This design comes from an exercise in tuning for small area, a short achievable clock period and few clock cycles on the open sky130 flow, not from production work. The RTL was checked by simulation tests, not by an equivalence proof against the original design.

## lane 1
// feedforward
module feedforward(
    input [31:0] x1, x2, x3, x4,
    input [31:0] w1, w2, w3, w4,
    input clk,
    input rst,
    output wire [31:0] result,
    output wire done
    );
    localparam D_SR = 2'd0, D_UA = 2'd1, D_UB = 2'd2, D_RES = 2'd3;
    wire [3:0] nin = {(x4[30:0] != 0) && (w4[30:0] != 0),
                      (x3[30:0] != 0) && (w3[30:0] != 0),
                      (x2[30:0] != 0) && (w2[30:0] != 0),
                      (x1[30:0] != 0) && (w1[30:0] != 0)};
    wire sgn1 = x1[31] ^ w1[31];
    reg [3:0] nz;        
    reg [3:0] t;         
    reg       fin;       
    reg       v1;        
    reg       d1;        
    reg       v3;        
    reg [1:0] d3;        
    wire [7:0] ordr, ordi;
    ff_order oz(.n(nz), .o(ordr));
    ff_order oi(.n(nin), .o(ordi));
    wire [2:0] kk   = {2'b00, nz[0]} + {2'b00, nz[1]} + {2'b00, nz[2]} + {2'b00, nz[3]};
    wire       lf   = nz[0] & nz[1];
    reg       s2_act;
    reg [1:0] s2_dest;
    wire [2:0] ctl_z, ctl_i;
    ff_ctl cz(.n(nz), .tt(t + 4'd1), .c(ctl_z));
    ff_ctl ci(.n(nin), .tt(4'd1), .c(ctl_i));
    wire [2:0] ctl_next = rst ? ctl_i : ctl_z;
    wire d1_next = (t == 4'd2) ? ((kk == 3'd4) ? 1'b0 : lf) : 1'b1;
    wire cpy = (kk == 3'd4) && (t == 4'd6);
    wire clr = (kk == 3'd1) && (t == 4'd1);
    reg [23:0] nx, ny;
    reg signed [9:0] ex, ey;    
    reg        ps;
    reg        ua_s, ub_s;
    reg [9:0]  ua_e, ub_e;
    reg [23:0] ua_m, ub_m;
  ...
For scale: ~240 flip-flops, ~290 I/O pins, about 41000 um2 of cells after synthesis.
export LEC_CHECK = 0
export ABC_AREA = 1
export CAP_MARGIN = 20
export CORE_MARGIN = 2
export CORE_UTILIZATION = 40
export SETUP_SLACK_MARGIN = 3.0
export SLEW_MARGIN = 20
create_clock -name core_clock -period 10.0 [get_ports {clk}]
standard.sh (not shown) runs the stock make flow with config.mk's settings and CLKGATE_MAP_FILE= SYNTH_SCRIPT=/design/flow/synth_recipe.tcl, a recipe that flattens the netlist after the stock synthesis.
==> flow/flow/run.sh <==
#!/bin/bash
# The standard layout (the standard.sh: ORFS from synthesis to the final
# layout), except that the buffer put on every input and output port is the
# smallest plain buffer, sky130_fd_sc_hd__buf_1, rather than the default.
set -e
export BUFFER_PORTS_ARGS="-buffer_cell sky130_fd_sc_hd__buf_1"
bash standard.sh > standard_flow.log 2>&1
Testbench counts of lane 1, summed over its fixed seeds: cycles 3,567.
Changes in lane 2 relative to lane 1:
Settings: SETUP_SLACK_MARGIN changed from 3.0 to 2.5; CORE_UTILIZATION changed from 40 to 55.
==> comparison <==
Compare lane 2 and lane 1 | global-route met3 utilization lower: lane 1
The die of lane 2 is smaller than the one used in lane 1.
Met1 layer usage reported by global route, lane 2 and lane 1: larger value in lane 2
Between lane 2 and lane 1, the number of instances in the synthesized netlist does not differ in any meaningful way.
Lane 2: full flow OK, the timing, DRC and antenna checks passed
Lane 1: all stages complete, timing, DRC and antenna checks passed
Comparing lane 2 and lane 1, the higher final worst hold slack was measured on lane 1.
For the global routing usage on met2, lane 2 came in 16 points higher than lane 1 did.
> inputs changed (lane 2 -> lane 3)
Settings: changing SETUP_SLACK_MARGIN from 2.5 to 1.5.
==> flow/run.sh (new file) <==
#!/bin/bash
# synth_recipe.tcl (not shown) runs the flow's synth.tcl, then flattens the netlist and writes it again
# the make line also repeats each setting of config.mk as NAME=value (left out here)
make -C /OpenROAD-flow-scripts/flow DESIGN_CONFIG=/design/flow/config.mk WORK_HOME=/design/flow/orfs CLKGATE_MAP_FILE= SYNTH_SCRIPT=/design/flow/synth_recipe.tcl finish
removed: flow/flow/run.sh
removed: flow/standard.sh
--- outcome ---
Net count reported at finish of lane 3 falls short of that of lane 2 by a few percent. On lane 3: core utilization is 1.6 points lower than what lane 2 gave. Lane 2 has a higher register-to-register slack than lane 3. Met1 usage delta (lane 2 -> lane 3): insignificant. [compare] base=lane 2 new=lane 3: cell depth of the worst setup path moved down; post-CTS setup buffer count shrank by 60; global-route usage has decreased. Taking lane 2 as the reference point, the first-pass GRT wire length of lane 3 falls by 2800 um.
For lane 4, these inputs were changed with respect to lane 3:
==> flow/flow/run.sh (new file) <==
#!/bin/bash
# The standard layout (the standard.sh: ORFS from synthesis to the final
# layout), except that the buffer put on every input and output port is the
# smallest plain buffer, sky130_fd_sc_hd__buf_1, rather than the default.
set -e
export BUFFER_PORTS_ARGS="-buffer_cell sky130_fd_sc_hd__buf_1"
bash standard.sh > standard_flow.log 2>&1
==> flow/standard.sh (new file) <==
#!/bin/bash
# synth_recipe.tcl (not shown) runs the flow's synth.tcl, then flattens the netlist and writes it again
# the make line also repeats each setting of config.mk as NAME=value (left out here)
make -C /OpenROAD-flow-scripts/flow DESIGN_CONFIG=/design/flow/config.mk WORK_HOME=/design/flow/orfs CLKGATE_MAP_FILE= SYNTH_SCRIPT=/design/flow/synth_recipe.tcl "${@:-finish}"
removed: flow/run.sh
[summary]
Non-clock buffer count in lane 4 is about 2.3% above lane 3. Against lane 3, lane 4 reports a post-CTS setup repair buffer count that is lower. Setup slack in lane 4 is larger than in lane 3. From lane 3 to lane 4 the numbers moved as follows: final instance count without filler cells held steady; total of fill cells in the finished design rose 2.5%.

* * *

Another version of the RTL of feedforward (not shown whole).
Size: ~6500 cells after synthesis, ~48000 sq um of cells after synthesis.
Design feedforward, start of the top module:
module feedforward(
    input [31:0] x1, x2, x3, x4,
    input [31:0] w1, w2, w3, w4,
    input clk,
    input rst,
    output wire [31:0] result,
    output wire done
    );
clock: 10.0 ns
lec_check: 0
cap_margin: 20
core_margin: 2
core_utilization: 55
setup_slack_margin: 0.6
slew_margin: 20
run.sh (not shown) runs the stock make flow with config.mk's settings and CLKGATE_MAP_FILE= SYNTH_SCRIPT=/design/flow/synth_recipe.tcl, a recipe that flattens the netlist after the stock synthesis.
Stock flow here: none of the scripts above is used.
Testbench counts at the start, summed over its fixed seeds: cycles 3,567.
Edit:
--- a/flow/config.mk
+++ b/flow/config.mk
@@ -7,2 +7,3 @@
 export LEC_CHECK = 0
+export ABC_AREA = 1
 export CAP_MARGIN = 20
Die area went down by 14%; utilization went up by 0.76 points; sequential cell count does not change; wire length went down by 15%; clock-buffer cell count went up by 10.

* * *

RTL: one of the versions met above, not the one the previous note started from.
Size: about 5900 cells after synthesis, about 240 flip-flops, about 290 I/O pins, roughly 41000 µm² of cells after synthesis.
export LEC_CHECK = 0
export ABC_AREA = 1
export CAP_MARGIN = 20
export CORE_MARGIN = 2
export CORE_UTILIZATION = 45
export SETUP_SLACK_MARGIN = 2.0
export SLEW_MARGIN = 20
create_clock -name core_clock -period 10.0 [get_ports {clk}]
standard.sh (not shown) runs the stock make flow with config.mk's settings and CLKGATE_MAP_FILE= SYNTH_SCRIPT=/design/flow/synth_recipe.tcl, a recipe that flattens the netlist after the stock synthesis.
==> flow/flow/run.sh <==
#!/bin/bash
# The standard layout (the standard.sh: ORFS from synthesis to the final
# layout), except that the buffer put on every input and output port is the
# smallest plain buffer, sky130_fd_sc_hd__buf_1, rather than the default.
set -e
export BUFFER_PORTS_ARGS="-buffer_cell sky130_fd_sc_hd__buf_1"
bash standard.sh > standard_flow.log 2>&1
Testbench counts at the start, summed over its fixed seeds: cycles 3,567.
==> next run, changes <==
Settings changed: CORE_UTILIZATION 45 to 35, SETUP_SLACK_MARGIN 2.0 to 2.5.
Utilization is lower by 9.0 points.
Sequential share of layout area goes down by 0.69 points.
Global-route usage fell by 8.4 points.
==> next run, changes <==
Settings changed: CORE_UTILIZATION 35 to 55, SETUP_SLACK_MARGIN 2.5 to 0.6.
After rerunning:
- worst setup slack loses 1300 ps
- global-route usage came out higher by 14 points
- final area came out lower by about 7%
- utilization came out higher by 19 points
- sequential share of layout area came out higher by 1.2 points
- count of clock-buffer cells in the layout came out higher by 1
- clock skew came out higher by 7.6 ps
- wire length came out lower by 5.8%
- maximum frequency came out lower by about 16%
==> next run, changes <==
Settings changed: CORE_UTILIZATION 55 to 50, SETUP_SLACK_MARGIN 0.6 to 2.5.
Design area came out higher by 7.7%.
Routed wire length grows by 6.8%.
Clock skew went down by 19 ps.
Register-to-register slack improved by 1200 ps.
Non-clock buffer count goes up by 193.
Die area is higher by 9.9%.
Hold slack is about the same.
==> next run, changes <==
Settings changed: CORE_UTILIZATION 50 to 65, SETUP_SLACK_MARGIN 2.5 to 0.6.
Result: The new run finished clean. Non-clock buffer count falls by 195. Wire length fell by 7.1%. Core utilization came out higher by 12 points. Cell area went down by 7.4%. Cell count came out lower by 5.8%. Clock-buffer cell count rises by 2.
==> next run, changes <==
Settings changed: CORE_UTILIZATION 65 to 45, PLACE_DENSITY set to 0.7, SETUP_SLACK_MARGIN 0.6 to 2.5.
Wire length climbs by 9.4%.
Final cell count came out higher by 7.4%.
Hold slack stays flat.

* * *

feedforward again, from the RTL that the note above started with.
export LEC_CHECK = 0
export ABC_AREA = 1
export CAP_MARGIN = 20
export CORE_MARGIN = 2
export CORE_UTILIZATION = 45
export SETUP_SLACK_MARGIN = 2.5
export SLEW_MARGIN = 20
create_clock -name core_clock -period 10.0 [get_ports {clk}]
Scripts as last shown in full above: flow/flow/run.sh
The starting point went through all stages and came out clean.
Testbench counts at the start, summed over its fixed seeds: cycles 3,567.
Change:
--- a/flow/config.mk
+++ b/flow/config.mk
@@ -10,3 +10,3 @@
 export CORE_MARGIN = 2
-export CORE_UTILIZATION = 45
+export CORE_UTILIZATION = 40
 export SETUP_SLACK_MARGIN = 2.5
Effect: Non-clock buffer count rises by 75; clock skew rises by 0.036 ns; hold slack stays flat; synthesized area stays the same; final area rises by a few percent; first-iteration DRC count falls by a few percent; count of clock-buffer cells in the layout rises by 6; register-to-register slack degrades by 0.17 ns.

what the ideal ports hide:
How much do the figures lean on ideal ports? The routed layouts below were timed once more, with nothing changed but the port constraints. Step 1, drivers: a clkbuf_16 drives clk and a buf_2 each remaining input, both assumed. Step 2 adds t to the input delays and takes it off the output delays; t is the mean of the earliest and latest rising clock arrival at the registers after step 1. Input paths then give back, and output paths get back, about the clock's delay inside the block. Three values: no drivers, after step 1, after step 2; two values: the first two.
run | shift t [ns] | setup WS [ns] | worst setup path at the end | worst slew at a driven data input, ns
lane 1 | 0.666 | 2.434 / 2.434 / 2.434 | register to register | 0.19
lane 2 | 0.654 | 2.430 / 2.430 / 2.430 | register to register | 0.14
lane 3 | 0.665 | 1.800 / 1.800 / 1.800 | register to register | 0.14
lane 4 | 0.657 | 1.899 / 1.899 / 1.899 | register to register | 0.15
the first run of note 2 | 0.639 | 0.920 / 0.920 / 0.920 | register to register | 0.11
the second run of note 2 | 0.686 | 1.171 / 1.171 / 1.171 | register to register | 0.13
the first run of note 3 | 0.681 | 2.256 / 2.256 / 2.256 | register to register | 0.14
the second run of note 3 | 0.663 | 2.720 / 2.720 / 2.720 | register to register | 0.13
the third run of note 3 | 0.655 | 1.371 / 1.371 / 1.371 | register to register | 0.16
the fourth run of note 3 | 0.661 | 2.581 / 2.581 / 2.581 | register to register | 0.14
the fifth run of note 3 | 0.673 | 1.086 / 1.086 / 1.086 | register to register | 0.14
the sixth run of note 3 | 0.645 | 2.583 / 2.583 / 2.552 | input to register | 0.23
the first run of note 4 | 0.671 | 2.674 / 2.674 / 2.614 | input to register | 0.13
the second run of note 4 | 0.661 | 2.506 / 2.506 / 2.301 | input to register | 0.15
After both steps every run listed still meets setup and hold. The setup slack of the second run of note 4, which loses most, moves by 0.000 ns with the drivers and by -0.205 ns with both steps.
